What follows belongs to an exercise in optimizing a design on an open flow for small area and a short achievable clock period; a production flow would make more cautious choices.
The RTL was checked by simulation tests, not by an equivalence proof against the original design.
Power and IR drop assume default switching activity.

$ cat design/flow/run.sh
#!/bin/bash
# synth_recipe.tcl (not shown) runs the flow's synth.tcl, then flattens the netlist and writes it again
# the make line also repeats each setting of config.mk as NAME=value (left out here)
make -C /OpenROAD-flow-scripts/flow DESIGN_CONFIG=/design/flow/config.mk WORK_HOME=/design/flow/orfs CLKGATE_MAP_FILE= SYNTH_SCRIPT=/design/flow/synth_recipe.tcl finish
$ cat design/flow/config.mk
export PLATFORM = sky130hd
export DESIGN_NAME = CPU
export DESIGN_NICKNAME = CPU
export VERILOG_FILES = /design/flow/design.v
export SDC_FILE = /design/flow/constraint.sdc
export NUM_CORES = 4
export LEC_CHECK = 0
export CAP_MARGIN = 20
export CORE_MARGIN = 2
export CORE_UTILIZATION = 40
export SLEW_MARGIN = 20
$ cat design/flow/constraint.sdc
create_clock -name core_clock -period 60.0 [get_ports {clk}]
set_input_delay 12.0000 -clock core_clock [delete_from_list [all_inputs] [get_ports {clk}]]
set_output_delay 12.0000 -clock core_clock [all_outputs]
set_load 0.01 [all_outputs]
$ cat design/flow/design.v
module SE #(parameter bitWidth = 16) (in, out);
	input logic [bitWidth-1:0] in;
	output logic [63:0] out;
	assign out[bitWidth-1:0] = in;
	genvar i;
	generate 
		for (i = bitWidth; i<64; i=i+1) begin: singlebit
			assign out[i] = in[bitWidth-1];
		end
	endgenerate
endmodule
module shifter(
	input logic		[63:0]	value,
	input logic					direction,  
	input	logic		[5:0]		distance,
	output logic	[63:0]	result
	);
	always_comb begin
		if (direction == 0)
			result = value << distance;
		else
			result = value >> distance;
	end
endmodule
`timescale 10ps/1fs
module mux2to1_lab2 (select, in1, in2, out);
	input logic select, in1, in2;
	output logic out;
	logic [2:0] temp;
	not d (temp[2], select);
	and a (temp[0], temp[2], in1);
	and b (temp[1], in2, select);
	or c (out, temp[1], temp[0]);
endmodule
module mux8to1_lab2 (select, in, out);
	input logic [2:0] select;
	input logic [7:0] in;
	output logic out;
	logic temp[10:0];
	not a (temp[0], select[0]);
	not b (temp[1], select[1]);
	not c (temp[2], select[2]);
	and d (temp[3], temp[2], temp[1], temp[0], in[0]);
	and e (temp[4], temp[2], temp[1], select[0], in[1]);
	and f (temp[5], temp[2], select[1], temp[0], in[2]);
	and g (temp[6], temp[2], select[1], select[0], in[3]);
	and h (temp[7], select[2], temp[1], temp[0], in[4]);
	and i (temp[8], select[2], temp[1], select[0], in[5]);
	and j (temp[9], select[2], select[1], temp[0], in[6]);
	and k (temp[10], select[2], select[1], select[0], in[7]);
	or l (out, temp[3], temp[4], temp[5], temp[6], temp[7], temp[8], temp[9], temp[10]);
endmodule 
`timescale 10ps/1fs
module mux64X32to1 (select, in, out);
	input logic [4:0] select;
	input logic [31:0][63:0] in;
	output logic [63:0] out;
	logic [63:0][31:0] fixed;
	int i, j;
	always_comb begin
		for (i = 0; i < 32; i=i+1)
			for (j = 0; j < 64; j=j+1)
				fixed[j][i] = in[i][j];
	end
	genvar k;
	generate 
		for (k=0; k<64; k=k+1) begin : mux32 
			mux32to1 imdonewiththislabalready (select, fixed[k][31:0], out[k]);
		end
	endgenerate
endmodule
module mux32to1 (select, in, out);
	input logic [4:0] select;
	input logic [31:0] in;
	output logic out;
	logic [1:0] muxcheck;
	mux16to1 a (select[3:0], in[15:0], muxcheck[0]);
	mux16to1 b (select[3:0], in[31:16], muxcheck[1]);
	mux2to1 c (select[4], muxcheck, out);
endmodule
module mux16to1 (select, in, out); 
	input logic [3:0] select;
	input logic [15:0] in;
	output logic out;
	logic [3:0] muxcheck;
	mux4to1 a (select[1:0], in[3:0], muxcheck[0]);
	mux4to1 b (select[1:0], in[7:4], muxcheck[1]);
	mux4to1 c (select[1:0], in[11:8], muxcheck[2]);
	mux4to1 d (select[1:0], in[15:12], muxcheck[3]);
	mux4to1 e (select[3:2], muxcheck[3:0], out);
endmodule
module mux4to1 (select, in, out);
	input logic [1:0] select;
	input logic [3:0] in;
	output logic out;
	logic [3:0] temp;
	logic [1:0] notselect;
	not a (notselect[0], select[0]);
	not b (notselect[1], select[1]);
	and c (temp[0], in[0], notselect[0], notselect[1]);
	and d (temp[1], in[1], select[0], notselect[1]);
	and e (temp[2], in[2], notselect[0], select[1]);
	and f (temp[3], in[3], select[0], select[1]);
	or g (out, temp[0], temp[2], temp[1], temp[3]);
endmodule
module mux2to1 (select, in, out);
	input logic select;
	input logic [1:0] in;
	output logic out;
	logic [1:0] temp;
	logic notselect;
	not d (notselect, select);
	and a (temp[0], notselect, in[0]);
	and b (temp[1], in[1], select);
	or c (out, temp[1], temp[0]);
endmodule
module mux2to1v2 (select, in1, in2, out);
	input logic select, in1, in2;
	output logic out;
	logic [1:0] temp;
	logic notselect;
	not d (notselect, select);
	and a (temp[0], notselect, in1);
	and b (temp[1], in2, select);
	or c (out, temp[1], temp[0]);
endmodule
`timescale 10ps/1fs
module adder (a, b, out, Cin, Cout);
	input logic a, b, Cin;
	output logic Cout, out;
	logic [2:0] temp;
	xor ab (temp[0], a, b);
	and cd (temp[1], a, b);
	xor ef (out, Cin, temp[0]);
	and gh (temp[2], Cin, temp[0]);
	or ij (Cout, temp[2], temp[1]);
endmodule
`timescale 10ps/1fs
module adder64bit (in1, in2, out);
	input logic [63:0] in1, in2;
	output logic [63:0] out; 
	logic [63:0] Cout;
	adder firstbit (in1[0], in2[0], out[0], 1'b0, Cout[0]);
	genvar i;
	generate
		for (i = 1; i<64; i=i+1) begin: adder1
			adder bits (in1[i], in2[i], out[i], Cout[i-1], Cout[i]);
		end
	endgenerate 
endmodule
`timescale 10ps/1fs
module test_zero (in, out);
	input logic [63:0] in;
	output logic out;
	logic [8:0] temp;
	or a (temp[0], in[0], in[1], in[2], in[3], in[4], in[5], in[6], in[7]);
	or b (temp[1], in[8], in[9], in[10], in[11], in[12], in[13], in[14], in[15]);
	or c (temp[2], in[16], in[17], in[18], in[19], in[20], in[21], in[22], in[23]);
	or d (temp[3], in[24], in[25], in[26], in[27], in[28], in[29], in[30], in[31]);
	or e (temp[4], in[32], in[33], in[34], in[35], in[36], in[37], in[38], in[39]);
	or f (temp[5], in[40], in[41], in[42], in[43], in[44], in[45], in[46], in[47]);
	or g (temp[6], in[48], in[49], in[50], in[51], in[52], in[53], in[54], in[55]);
	or h (temp[7], in[56], in[57], in[58], in[59], in[60], in[61], in[62], in[63]);
	or i (temp[8], temp[0], temp[1], temp[2], temp[3], temp[4], temp[5], temp[6], temp[7]);
	not j (out, temp[8]);
endmodule
`timescale 10ps/1fs
module alu1bit (select, a, b, Cin, Cout, out);
	input logic [2:0] select;
	input logic a, b, Cin;
	output logic out, Cout;
	logic bnot, badd;
	logic [7:0] temp;
	assign temp[0] = b;  
	assign temp[1] = 0;  
	assign temp[7] =0;  
	assign temp[3] = temp[2];  
	not f (bnot, b);
	and g (temp[4], a, b); 
	or h (temp[5], a, b);
	xor i (temp[6], a, b);
	mux2to1_lab2 d (select[0], b, bnot, badd);
	adder e (a, badd, temp[2], Cin, Cout);
	mux8to1_lab2 j (select, temp, out);
endmodule 
`timescale 10ps/1fs
module alu (A, B, cntrl, result, negative, zero, overflow, carry_out);
	input logic [63:0] A, B;
	input logic [2:0] cntrl;
	output logic [63:0] result;
	output logic negative, zero, overflow, carry_out;
	logic [63:0] alu_carry;
	assign negative = result[63];
	assign carry_out = alu_carry[63];
	alu1bit firstbit (cntrl, A[0], B[0], cntrl[0], alu_carry[0], result[0]);
	genvar i;
	generate 
		for (i = 1; i<64; i=i+1) begin: alubits
			alu1bit plswork (cntrl, A[i], B[i], alu_carry[i-1], alu_carry[i], result[i]);
		end
	endgenerate
	xor overflo (overflow, carry_out, alu_carry[62]);
	test_zero test00 (result, zero);
endmodule 
module D_FF (q, d, reset, clk);
	output reg q;
	input d, reset, clk;
	always_ff @(posedge clk)
		if (reset)
		q <= 0;  
		else
		q <= d;  
endmodule
`timescale 10ps/1fs
module flagReg (clk, reset, en, in, out);
	input logic clk, reset, en;
	input logic [3:0] in;
	output logic [3:0] out;
	logic [3:0] flag;
	genvar i;
	generate 
		for (i=0; i<4; i=i+1) begin: flags
			mux2to1_lab2 flagmux (en, out[i], in[i], flag[i]);
			D_FF dff_flag(out[i], flag[i], reset, clk);
		end
	endgenerate 
endmodule
`timescale 10ps/1fs
module regfile (ReadData1, ReadData2, WriteData, ReadRegister1, ReadRegister2, WriteRegister, RegWrite, clk);
	input logic clk, RegWrite;
	input logic [4:0] ReadRegister1, ReadRegister2, WriteRegister;
	input logic [63:0] WriteData;
	output logic [63:0] ReadData1, ReadData2;
	logic [31:0][63:0] regdata;
	logic [31:0] register;
	assign regdata [31][63:0] = 64'b0;
	decoder decode (RegWrite, WriteRegister, register);
	genvar i;
	generate 
		for (i = 0; i < 31; i++) begin : inputToReg
			input_register pls (WriteData[63:0], regdata[i][63:0], register[i], clk);
		end
	endgenerate
	mux64X32to1 mux1 (ReadRegister1, regdata, ReadData1);
	mux64X32to1 mux2 (ReadRegister2, regdata, ReadData2);
endmodule
module decoder (enable, in, select);
	input logic enable;
	input logic [4:0] in;
	output logic [31:0] select;
	logic[3:0] decoder_select;
	decode2to4 a (enable, in[4:3], decoder_select);
	decode3to8 b (decoder_select[0], in[2:0], select[7:0]);
	decode3to8 c (decoder_select[1], in[2:0], select[15:8]);
	decode3to8 d (decoder_select[2], in[2:0], select[23:16]);
	decode3to8 e (decoder_select[3], in[2:0], select[31:24]);
endmodule
module decode2to4 (en, in, out);
	input logic [1:0] in;
	input logic en;
	output logic [3:0] out;
	logic [1:0] notin;
	not a (notin[0], in[0]);
	not b (notin[1], in[1]);
	and c (out[0], en, notin[0], notin[1]);
	and d (out[1], en, notin[1], in[0]);
	and e (out[2], en, notin[0], in[1]);
	and f (out[3], en, in[1], in[0]);
endmodule
module decode3to8 (en, in, out);
	input logic [2:0] in;
	input logic en;
	output logic [7:0] out;
	logic [2:0] notin;
	not a (notin[0], in[0]);
	not b (notin[1], in[1]);
	not c (notin[2], in[2]);
	and d (out[0], en, notin[2], notin[1], notin[0]);
	and e (out[1], en, notin[2], notin[1], in[0]);
	and f (out[2], en, notin[2], in[1], notin[0]);
	and g (out[3], en, notin[2], in[1], in[0]);
	and h (out[4], en, in[2], notin[1], notin[0]);
	and i (out[5], en, in[2], notin[1], in[0]);
	and j (out[6], en, in[2], in[1], notin[0]);
	and k (out[7], en, in[2], in[1], in[0]);
endmodule
module input_register (data, stored, select, clk);
	input logic  [63:0] data;
	input logic  select, clk;
	output logic [63:0] stored;
	logic [63:0] temp;
	genvar i;
	generate
		for(i=0; i<64; i++) begin: eachDff
			mux2to1v2 TheMux (select, stored[i], data[i], temp[i]); 																			
			D_FF theDFF (stored[i], temp[i], 1'b0, clk);
		end
	endgenerate
endmodule
`timescale 10ps/1fs
module MOVZ (Imm16, Shamt, out);
	input logic [15:0] Imm16;
	input logic [1:0] Shamt;
	output logic [63:0] out; 
	logic [63:0] shamt1, shamt2, shamt3, shamt4;
	SE #(17) test({1'b0, Imm16}, shamt1);
	shifter X16 (shamt1, 1'b0, 6'd16, shamt2);
	shifter X32 (shamt1, 1'b0, 6'd32, shamt3);
	shifter X48 (shamt1, 1'b0, 6'd48, shamt4);
	genvar i;
	generate 
		for (i = 0; i < 64; i=i+1) begin: mux
			mux4to1 shamt_all (Shamt, {shamt4[i], shamt3[i], shamt2[i], shamt1[i]}, out[i]);
		end
	endgenerate 
endmodule
module MOVK (Db, Imm16, Shamt, out);
	input logic [63:0] Db;
	input logic [15:0] Imm16;
	input logic [1:0] Shamt;
	output logic [63:0] out; 
	logic [63:0] shamt1, shamt2, shamt3, shamt4;
	assign shamt1[15:0] = Imm16;
	assign shamt1[63:16] = Db[63:16];
	assign shamt2[15:0] = Db[15:0];
	assign shamt2[31:16] = Imm16;
	assign shamt2[63:32] = Db[63:32];
	assign shamt3[31:0] = Db[31:0];
	assign shamt3[47:32] = Imm16;
	assign shamt3[63:48] = Db[63:48];
	assign shamt4[47:0] = Db[47:0];
	assign shamt4[63:48] = Imm16;
	genvar i;
	generate 
		for (i = 0; i < 64; i=i+1) begin: mux
			mux4to1 shamt_all (Shamt, {shamt4[i], shamt3[i], shamt2[i], shamt1[i]}, out[i]);
		end
	endgenerate 
endmodule
`timescale 10ps/1fs
module instruction_datapath(clk, reset, UncondBr, BrTaken, instruction, PC);
	input logic clk, reset, UncondBr, BrTaken;
	input logic [31:0] instruction;
	output logic [63:0] PC;
	logic [63:0] CondAddr, BrAddr, newBrAddr, shifted, nextPC, added1, added2;
	SE #(19) condaddr19 (instruction[23:5], CondAddr);
	SE #(26) Braddr26 (instruction[25:0], BrAddr);
	genvar i;
	generate
		for (i=0; i < 64; i=i+1) begin: uncondbrmux
			mux2to1_lab2 branchpick (UncondBr, CondAddr[i], BrAddr[i], newBrAddr[i]);
			mux2to1_lab2 nextpc1 (BrTaken, added1[i], added2[i], nextPC[i]);
			D_FF PCnew (PC[i], nextPC[i], reset, clk);
		end
	endgenerate
	shifter X4 (newBrAddr, 1'b0, 6'b000010, shifted);
	adder64bit branch (PC, shifted, added2);
	adder64bit plus4 (PC, 64'd4, added1);
endmodule
module CPU_control (instruction, ALUOp, Reg2Loc, ALUSrc, MemToReg, RegWrite, MemWrite, BrTaken, UncondBr, xfer_size, zero, negative, overflow, carry_out, ZF, NF, OF, CoF, SetFlag, loadB);
	input logic [31:0] instruction;
	input logic zero, negative, overflow, carry_out, ZF, NF, OF, CoF;
	output logic [1:0] ALUSrc, MemToReg;
	output logic [2:0] ALUOp;
	output logic [3:0] xfer_size;
	output logic Reg2Loc, RegWrite, MemWrite, BrTaken, UncondBr, SetFlag, loadB;
	localparam logic [10:0] ADDI = 11'b1001000100X;
	localparam logic [10:0] ADDS = 11'b10101011000;
	localparam logic [10:0] B = 11'b000101XXXXX;
	localparam logic [10:0] BLT = 11'b01010100XXX;
	localparam logic [10:0] CBZ = 11'b10110100XXX;
	localparam logic [10:0] LDUR = 11'b11111000010;
	localparam logic [10:0] LDURB = 11'b00111000010;
	localparam logic [10:0] MOVK = 11'b111100101XX;
	localparam logic [10:0] MOVZ = 11'b110100101XX;
	localparam logic [10:0] STUR = 11'b11111000000;
	localparam logic [10:0] STURB = 11'b00111000000;
	localparam logic [10:0] SUBS = 11'b11101011000;
	always_comb begin
		casex (instruction[31:21])
			ADDI: begin
				Reg2Loc = 1'bX;
				ALUSrc = 2'b10;
				MemToReg = 0;
				RegWrite = 1;
				MemWrite = 0;
				BrTaken = 0;
				UncondBr = 1'bX;
				ALUOp = 3'b010;
				xfer_size = 4'd8;
				SetFlag = 0;
				loadB = 0;
			end
			ADDS: begin
				Reg2Loc = 1;
				ALUSrc = 0;
				MemToReg = 0;
				RegWrite = 1;
				MemWrite = 0;
				BrTaken = 0;
				UncondBr = 1'bX;
				ALUOp = 3'b010;
				xfer_size = 4'd8;
				SetFlag = 1;
				loadB = 0;
			end
			B: begin
				Reg2Loc = 1'bX;
				ALUSrc = 2'bXX;
				MemToReg = 2'bXX;
				RegWrite = 0;
				MemWrite = 0;
				BrTaken = 1;
				UncondBr = 1;
				SetFlag = 0;
				xfer_size = 4'd8;
				ALUOp = 3'bXXX;
				loadB = 0;
			end
			BLT: begin
				Reg2Loc = 0;
				ALUSrc = 0;
				MemToReg = 2'bXX;
				RegWrite = 0;
				MemWrite = 0;
				BrTaken = (NF ^ OF);
				UncondBr = 0;
				ALUOp = 3'bXXX;
				xfer_size = 4'd8;
				SetFlag = 0;
				loadB = 0;
			end 
			CBZ: begin
				Reg2Loc = 0;
				ALUSrc = 0;
				MemToReg = 2'bXX;
				RegWrite = 0;
				MemWrite = 0;
				BrTaken = zero;
				UncondBr = 0;
				ALUOp = 3'b000;
				xfer_size = 4'd8;
				SetFlag = 0;
				loadB = 0;
			end 
			LDUR: begin
				Reg2Loc = 1'bX;
				ALUSrc = 1;
				MemToReg = 1;
				RegWrite = 1;
				MemWrite = 0;
				BrTaken = 0;
				UncondBr = 1'bX;
				ALUOp = 3'b010;
				xfer_size = 4'd8;
				SetFlag = 0;
				loadB = 0;
			end 
			LDURB: begin
				Reg2Loc = 1'bX;
				ALUSrc = 1;
				MemToReg = 1;
				RegWrite = 1;
				MemWrite = 0;
				BrTaken = 0;
				UncondBr = 1'bX;
				ALUOp = 3'b010;
				xfer_size = 4'd1;
				SetFlag = 0;
				loadB = 1;
			end 
			MOVK: begin
				Reg2Loc = 0;
				ALUSrc = 2'bXX;
				MemToReg = 3;
				RegWrite = 1;
				MemWrite = 0;
				BrTaken = 0;
				UncondBr= 1'bX;
				ALUOp = 3'bXXX;
				xfer_size = 4'd8;
				SetFlag = 0;
				loadB = 0;
			end 
			MOVZ: begin
				Reg2Loc = 0;
				ALUSrc = 2'bXX;
				MemToReg = 2;
				RegWrite = 1;
				MemWrite = 0;
				BrTaken = 0;
				UncondBr = 1'bX;
				ALUOp = 3'bXXX;
				xfer_size = 4'd8;
				SetFlag = 0;
				loadB = 0;
			end 
			STUR: begin 
				Reg2Loc = 0;
				ALUSrc = 1;
				MemToReg = 2'bXX;
				RegWrite = 0;
				MemWrite = 1;
				BrTaken = 0;
				UncondBr = 1'bX;
				ALUOp = 3'b010;
				xfer_size = 4'd8;
				SetFlag = 0;
				loadB = 0;
			end 
			STURB: begin
				Reg2Loc = 0;
				ALUSrc = 1;
				MemToReg = 2'bXX;
				RegWrite = 0;
				MemWrite = 1;
				BrTaken = 0;
				UncondBr = 1'bX;
				ALUOp = 3'b010;
				xfer_size = 4'd1;
				SetFlag =0;
				loadB = 0;
			end 
			SUBS: begin
				Reg2Loc = 1;
				ALUSrc = 0;
				MemToReg = 0;
				RegWrite = 1;
				MemWrite = 0;
				BrTaken = 0;
				UncondBr = 1'bX;
				ALUOp = 3'b011;
				xfer_size = 4'd8;
				SetFlag = 1;
				loadB = 0;
			end
			default: begin 
				Reg2Loc = 1'bX;
				ALUSrc = 2'bXX;
				MemToReg = 2'bXX;
				BrTaken = 1'bX;
				ALUOp = 3'bXXX;
				UncondBr = 1'bX;
				xfer_size = 4'd8;
				RegWrite = 0;
				MemWrite = 0;
				SetFlag = 0;
				loadB = 0;
			end
		endcase 
	end
endmodule
`timescale 10ps/1fs
module CPU_datapath (clk, reset, instruction, Reg2Loc, ALUSrc, MemToReg, RegWrite, MemWrite, ALUOp, xfer_size, zero, negative, overflow, carry_out, ZF, NF, OF, CoF, SetFlag, loadB, dmem_addr, dmem_wdata, dmem_rdata);
	input logic clk, reset, Reg2Loc, RegWrite, MemWrite, SetFlag, loadB;
	input logic [1:0] ALUSrc, MemToReg;
	input logic [2:0] ALUOp;
	input logic [3:0] xfer_size;
	input logic [31:0] instruction;
	input logic [63:0] dmem_rdata;
	output logic zero, negative, overflow, carry_out, ZF, NF, OF, CoF;
	output logic [63:0] dmem_addr, dmem_wdata;
	logic [63:0] Da, Db, Dw, ALUB, ALU_result, Dout, Daddr64, Imm12ZE, MOVZ64, MOVK64, byte64, Dout2;
	logic [15:0] Imm16;
	logic [11:0] Imm12;
	logic [8:0] DAddr9;
	logic [7:0] byte1;
	logic [4:0] Ab, Aa, Aw;
	assign Aa = instruction[9:5];
	assign Aw = instruction[4:0];
	assign DAddr9 = instruction[20:12];
	assign Imm12 = instruction[21:10];
	assign Imm16 = instruction[20:5];
	assign byte1 = Dout[7:0];
	regfile reg32 (Da, Db, Dw, Aa, Ab, Aw, RegWrite, clk);
	genvar i;
	generate 
		for (i = 0; i < 5; i=i+1) begin: addresses
			mux2to1_lab2 reg2locmux (Reg2Loc, instruction[i], instruction[i+16], Ab[i]);
		end
	endgenerate
	genvar j;
	generate 
		for (j=0; j<64; j=j+1) begin: data64bit
			mux4to1 memtoregmux (MemToReg, {MOVK64[j], MOVZ64[j], Dout2[j], ALU_result[j]}, Dw[j]);
			mux4to1 alusrcmux (ALUSrc, {1'b0, Imm12ZE[j], Daddr64[j], Db[j]}, ALUB[j]);
			mux2to1_lab2 loadbytepls (loadB, Dout[j], byte64[j], Dout2[j]);
		end
	endgenerate 
	SE #(13) imm12 ({1'b0, Imm12}, Imm12ZE);
	SE #(9) daddr9se (DAddr9, Daddr64);
	SE #(9) loadbyte ({1'b0, byte1}, byte64);
	alu ALUP (Da, ALUB, ALUOp, ALU_result, negative, zero, overflow, carry_out);
	assign dmem_addr = ALU_result;
	assign dmem_wdata = Db;
	assign Dout = dmem_rdata;
	MOVZ movz1 (Imm16, instruction[22:21], MOVZ64);
	MOVK movk1 (Db, Imm16, instruction [22:21], MOVK64);
	flagReg updateflag (clk, reset, SetFlag, {zero, negative, overflow, carry_out}, {ZF, NF, OF, CoF});
endmodule
`timescale 10ps/1fs
module CPU (clk, reset, pc, instr, dmem_addr, dmem_wdata, dmem_we, dmem_re, dmem_size, dmem_rdata);
	input logic clk, reset;
	output logic [63:0] pc;
	input logic [31:0] instr;
	output logic [63:0] dmem_addr, dmem_wdata;
	output logic dmem_we, dmem_re;
	output logic [3:0] dmem_size;
	input logic [63:0] dmem_rdata;
	logic [63:0] PC;
	logic [31:0] instruction;
	logic [3:0] xfer_size;
	logic [2:0] ALUOp;
	logic [1:0] ALUSrc, MemToReg;
	logic Reg2Loc, RegWrite, MemWrite, BrTaken, UncondBr, SetFlag, loadB;
	logic zero, negative, overflow, carry_out, ZF, NF, OF, CoF;
	assign pc = PC;
	assign instruction = instr;
	assign dmem_we = MemWrite;
	assign dmem_re = RegWrite & (MemToReg == 2'd1);
	assign dmem_size = xfer_size;
	instruction_datapath test1 (clk, reset, UncondBr, BrTaken, instruction, PC);
	CPU_control test2 (instruction, ALUOp, Reg2Loc, ALUSrc, MemToReg, RegWrite, MemWrite, BrTaken, UncondBr, xfer_size, zero, negative, overflow, carry_out, ZF, NF, OF, CoF, SetFlag, loadB);
	CPU_datapath test3(clk, reset, instruction, Reg2Loc, ALUSrc, MemToReg, RegWrite, MemWrite, ALUOp, xfer_size, zero, negative, overflow, carry_out, ZF, NF, OF, CoF, SetFlag, loadB, dmem_addr, dmem_wdata, dmem_rdata);
endmodule
==> summary.txt <==
- Yosys top cell area share: 0.545
- Setup TNS: 0 ps
- Post-route ant nets: 0
- Worst EP arrival: 47,180 ps
- Max-cap viol count: 0
- Worst Setup EP: dmem_addr[63]
- Maximum root-to-sink buffer count: 4
- H-tree depth: 4
- Synth Instances: 8,148
- 1st-pass router iterations: 12
- Cells on worst reg2reg path: 69
- Critical path's largest stage delay: 820 ps
- Peak VDD IR: 29.1 µV
- Post-route DRC: 0
- Mapped Area: 0.109 mm²
- Worst Path Buf+Inv: 6
- Post-synthesis sequential area ratio: 0.557
- Filler cells: 23,900
- PortBufs: 293
- Clock latency on the worst-skew pair: 990 ps
- Status: finished clean
- Crit end category: primary output
- GRT Resource Usage Total: 0.374
- Worst path depth: 79
- Seq cells post-synth: 2,050
- Hpwl dp: 334 mm
- Slew Viols, Final: 0
- Share of power burned in registers: 0.446
- RSZ-0062 raised after global routing: false
- Hold buffer count at CTS: 0
- Initial DRC count: 16,700
- Max Fclk: 0.0169 GHz
- Height of the die: 527 µm
- Fin. Hold Viols: 0
- Non-filler cells, final: 12,000
- Leak pwr: 41.1 nW
- Clock Pin Slew Worst Setup and Hold Paths: 60 ps
- Crit path required time: 48,000 ps
- Sw frac: 0.273
- First-pass GRT wire length: 713 mm
- Synth area leader: edfxtp_1
- Placement row count: 191
- Internal: 2.61 mW
- Final GP Congestion: 1.01
- Switching pwr: 0.981 mW
- Worst Max-Slew Pin Slew: 1300 ps
- Initial antenna violation count: 65
- WS Path Type: in -> out
- Largest net degree at the start of global routing: 114
- TritonCTS Buffers: 228
- Overall power: 3.59 mW
- Die area: 0.278 mm²
- Ports: 296
- Final Setup Violations: 0
- Post-synth cell types: 97
- Fin nets: 8,470
- Startpoint types: input port
- Starting Density: 0.403
- Most used cell, CP: fa_1
- Main synth FF type: edfxtp_1
- Die Span X: 527 µm
- Via-to-Cell Ratio: 7.33
- Clk pwr share: 0.403
- Reg-to-reg setup timing slack: 26,180 ps
- Final period utilization: 0.986
- Worst hold path type: reg -> reg
- Setup Skew: 170 ps
- Clock Sinks: 2,050
- Routed wire length: 535 mm
- Cell Pwr Density: 28.8 mW/mm²
- Syn avg cell area: 13.4 µm²
- Slew HR: 0.132
- Vias in the first global route: 81,300
- Fin crit period: 59,180 ps
- Yosys warns: 6
- Root buffer cell: clkbuf_16
- Post-synth EDFFs: 1,984
- DR vias: 88,000
- Share of layout cells above drive strength 1: 0.210
- Slowest CP cell: clkdlybuf4s50_1
- Fraction of registers with async set/reset: 0
- GRT overflow: 0
- Logic pwr share: 0.151
- Wire per inst: 44.5 µm
- Top cells by area, synth: edfxtp_1, mux4_2, mux2i_1
- CTS tree: done
- Maximum fanout along the worst path: 26
- Core ar.: 0.271 mm²
- DP Cell Count: 11,500
- CP Launch Point: instr[29]
- Area Overhead vs Synth: 13.9%
- Worst path top cell family by delay: adder cells
-- cell type report --
type | count | area (µm²) | area share
sequential | 2050 | 60900 | 0.489
multi-input combinational | 5027 | 44600 | 0.358
timing repair buffer | 750 | 6550 | 0.0526
clock buffer | 263 | 5880 | 0.0472
tap | 3570 | 4470 | 0.0358
clock inverter | 152 | 1580 | 0.0127
inverter | 130 | 488 | 0.00392
antenna | 66 | 165 | 0.00133
-- kinds of logic (layout without fill, tap and decap cells) --
logic type | after synthesis | after routing | share of synthesized area
and+or+nand+nor | 1914 | 1917 | 0.0826
AOI/OAI and AO/OA | 1843 | 1843 | 0.116
other | 1 | 68 | 0.0000343
buffers and inverters | 1075 | 1295 | 0.0462
muxes | 1011 | 1011 | 0.163
xor gates and xnor gates | 69 | 69 | 0.00552
adders and majority gates | 185 | 185 | 0.0296
DFF | 2050 | 2050 | 0.557
-- per-stage QoR --
stage / util / area [µm²] / worst slack (ps) / hold WS (ps)
after global routing: 0.459 / 124000 / 39.9 / 478
after detailed placement: 0.430 / 117000 / 784 / 464
final: 0.459 / 125000 / 822 / 470
after CTS: 0.458 / 124000 / 711 / 474
after floorplan: - / 109000 / 4340 / 439
after global placement: 0.430 / 117000 / 880 / 453
-- power by group through the flow --
stage	Combinational, mW	Clock [mW]	Sequential (mW)
after floorplan	0.310	0	1.63
after global placement	0.511	0	1.63
after detailed placement	0.520	0	1.63
after CTS	0.522	1.44	1.60
after global routing	0.560	1.49	1.60
final	0.543	1.45	1.60
-- cells in the mapped netlist (81+ instances only) --
library cell and n:
and3_1 200, a211oi_1 216, a2111oi_0 84, buf_2 135
mux2_2 107, edfxtp_1 1984, mux2i_1 294, nor2_1 251
mux4_2 609, nand3_1 481, buf_4 210, nand2_1 719
a31oi_1 162, fa_1 123, a32oi_1 84, a21oi_1 221
buf_1 111, nand2b_1 103, o21ai_0 554, clkbuf_1 480
a22oi_1 81, inv_1 129
-- worst min path at each step --
stage,depth (start not counted),startpoint,to
2_1_floorplan,1,test1.uncondbrmux[0].PCnew.q$_SDFF_PP0_,test1.uncondbrmux[0].PCnew.q$_SDFF_PP0_
4_1_cts,1,test1.uncondbrmux[0].PCnew.q$_SDFF_PP0_,test1.uncondbrmux[0].PCnew.q$_SDFF_PP0_
3_5_place_dp,1,test1.uncondbrmux[0].PCnew.q$_SDFF_PP0_,test1.uncondbrmux[0].PCnew.q$_SDFF_PP0_
6_report,1,test1.uncondbrmux[0].PCnew.q$_SDFF_PP0_,test1.uncondbrmux[0].PCnew.q$_SDFF_PP0_
3_3_place_gp,1,test1.uncondbrmux[1].PCnew.q$_SDFF_PP0_,test1.uncondbrmux[1].PCnew.q$_SDFF_PP0_
5_1_grt,1,test1.uncondbrmux[0].PCnew.q$_SDFF_PP0_,test1.uncondbrmux[0].PCnew.q$_SDFF_PP0_
-- worst register-to-register path, delay by kind of cell, from the launching register on --
family | cells | cell delay, ps
muxes | 3 | 1620
xor gates and xnor gates | 1 | 1010
adders and majority gates | 63 | 30100
DFF | 1 | 450
AOI/OAI and AO/OA | 2 | 460
-- per-layer routing --
metal	GRT usage	wire length (µm)
met3	0.158	86600
met2	0.517	218000
met4	0.271	46900
met5	0.00329	606
met1	0.468	183000
-- layout by cell type (no fill, tap or decap), types with 33 or more instances in the layout --
cell | netlist | routed
nand2b_1 | 103 | 103
nand2_1 | 719 | 710
a2111oi_0 | 84 | 80
a221oi_1 | 42 | 42
buf_4 | 210 | 445
fa_1 | 123 | 123
clkdlybuf4s50_1 | 0 | 279
a32oi_1 | 84 | 84
clkinv_2 | 0 | 47
mux2i_1 | 294 | 292
nor2_1 | 251 | 201
ha_1 | 62 | 62
mux2_2 | 107 | 107
clkbuf_1 | 480 | 33
a211oi_1 | 216 | 213
inv_1 | 129 | 129
o211ai_1 | 33 | 33
and3_1 | 200 | 198
a211oi_2 | 53 | 51
clkbuf_16 | 0 | 230
a22oi_1 | 81 | 81
a21oi_1 | 221 | 220
a31oi_1 | 162 | 158
dfxtp_1 | 66 | 66
edfxtp_1 | 1984 | 1984
nand4_1 | 66 | 66
nand3_1 | 481 | 478
o21ai_0 | 554 | 496
clkinv_1 | 0 | 48
nor2_4 | 0 | 42
mux4_2 | 609 | 609
diode_2 | 0 | 66
xnor2_1 | 68 | 68
-- timing repair --
item | 4_1_cts | 5_1_grt
gates resized for setup | 0 | 5
setup buffers | 0 | 8
setup endpoints to repair | 0 | 1
hold endpoints to repair | 0 | 0

## separate check: timing with driven ports
No port has a modelled driver above. Below, the same layout with a new extraction and two added sets of constraints.
Step 1, drivers: a clkbuf_16 drives clk and a buf_2 each remaining input, both assumed.
Step 2 adds t to the input delays and takes it off the output delays; t is the mean of the earliest and latest rising clock arrival at the registers after step 1. Input paths then give back, and output paths get back, about the clock's delay inside the block.
Three values: no drivers, after step 1, after step 2; two values: the first two.
shift t [ns]: 1.010
setup WS [ns]: 0.822 / 0.797 / 0.797
worst hold slack (ns): 0.470 / 0.470 / 0.470
latest minus earliest clock arrival (ns): 0.169 / 0.169
After both steps this run still meets setup and hold. For this run, drivers alone change the setup slack by -0.025 ns; drivers and shift together by -0.025 ns.
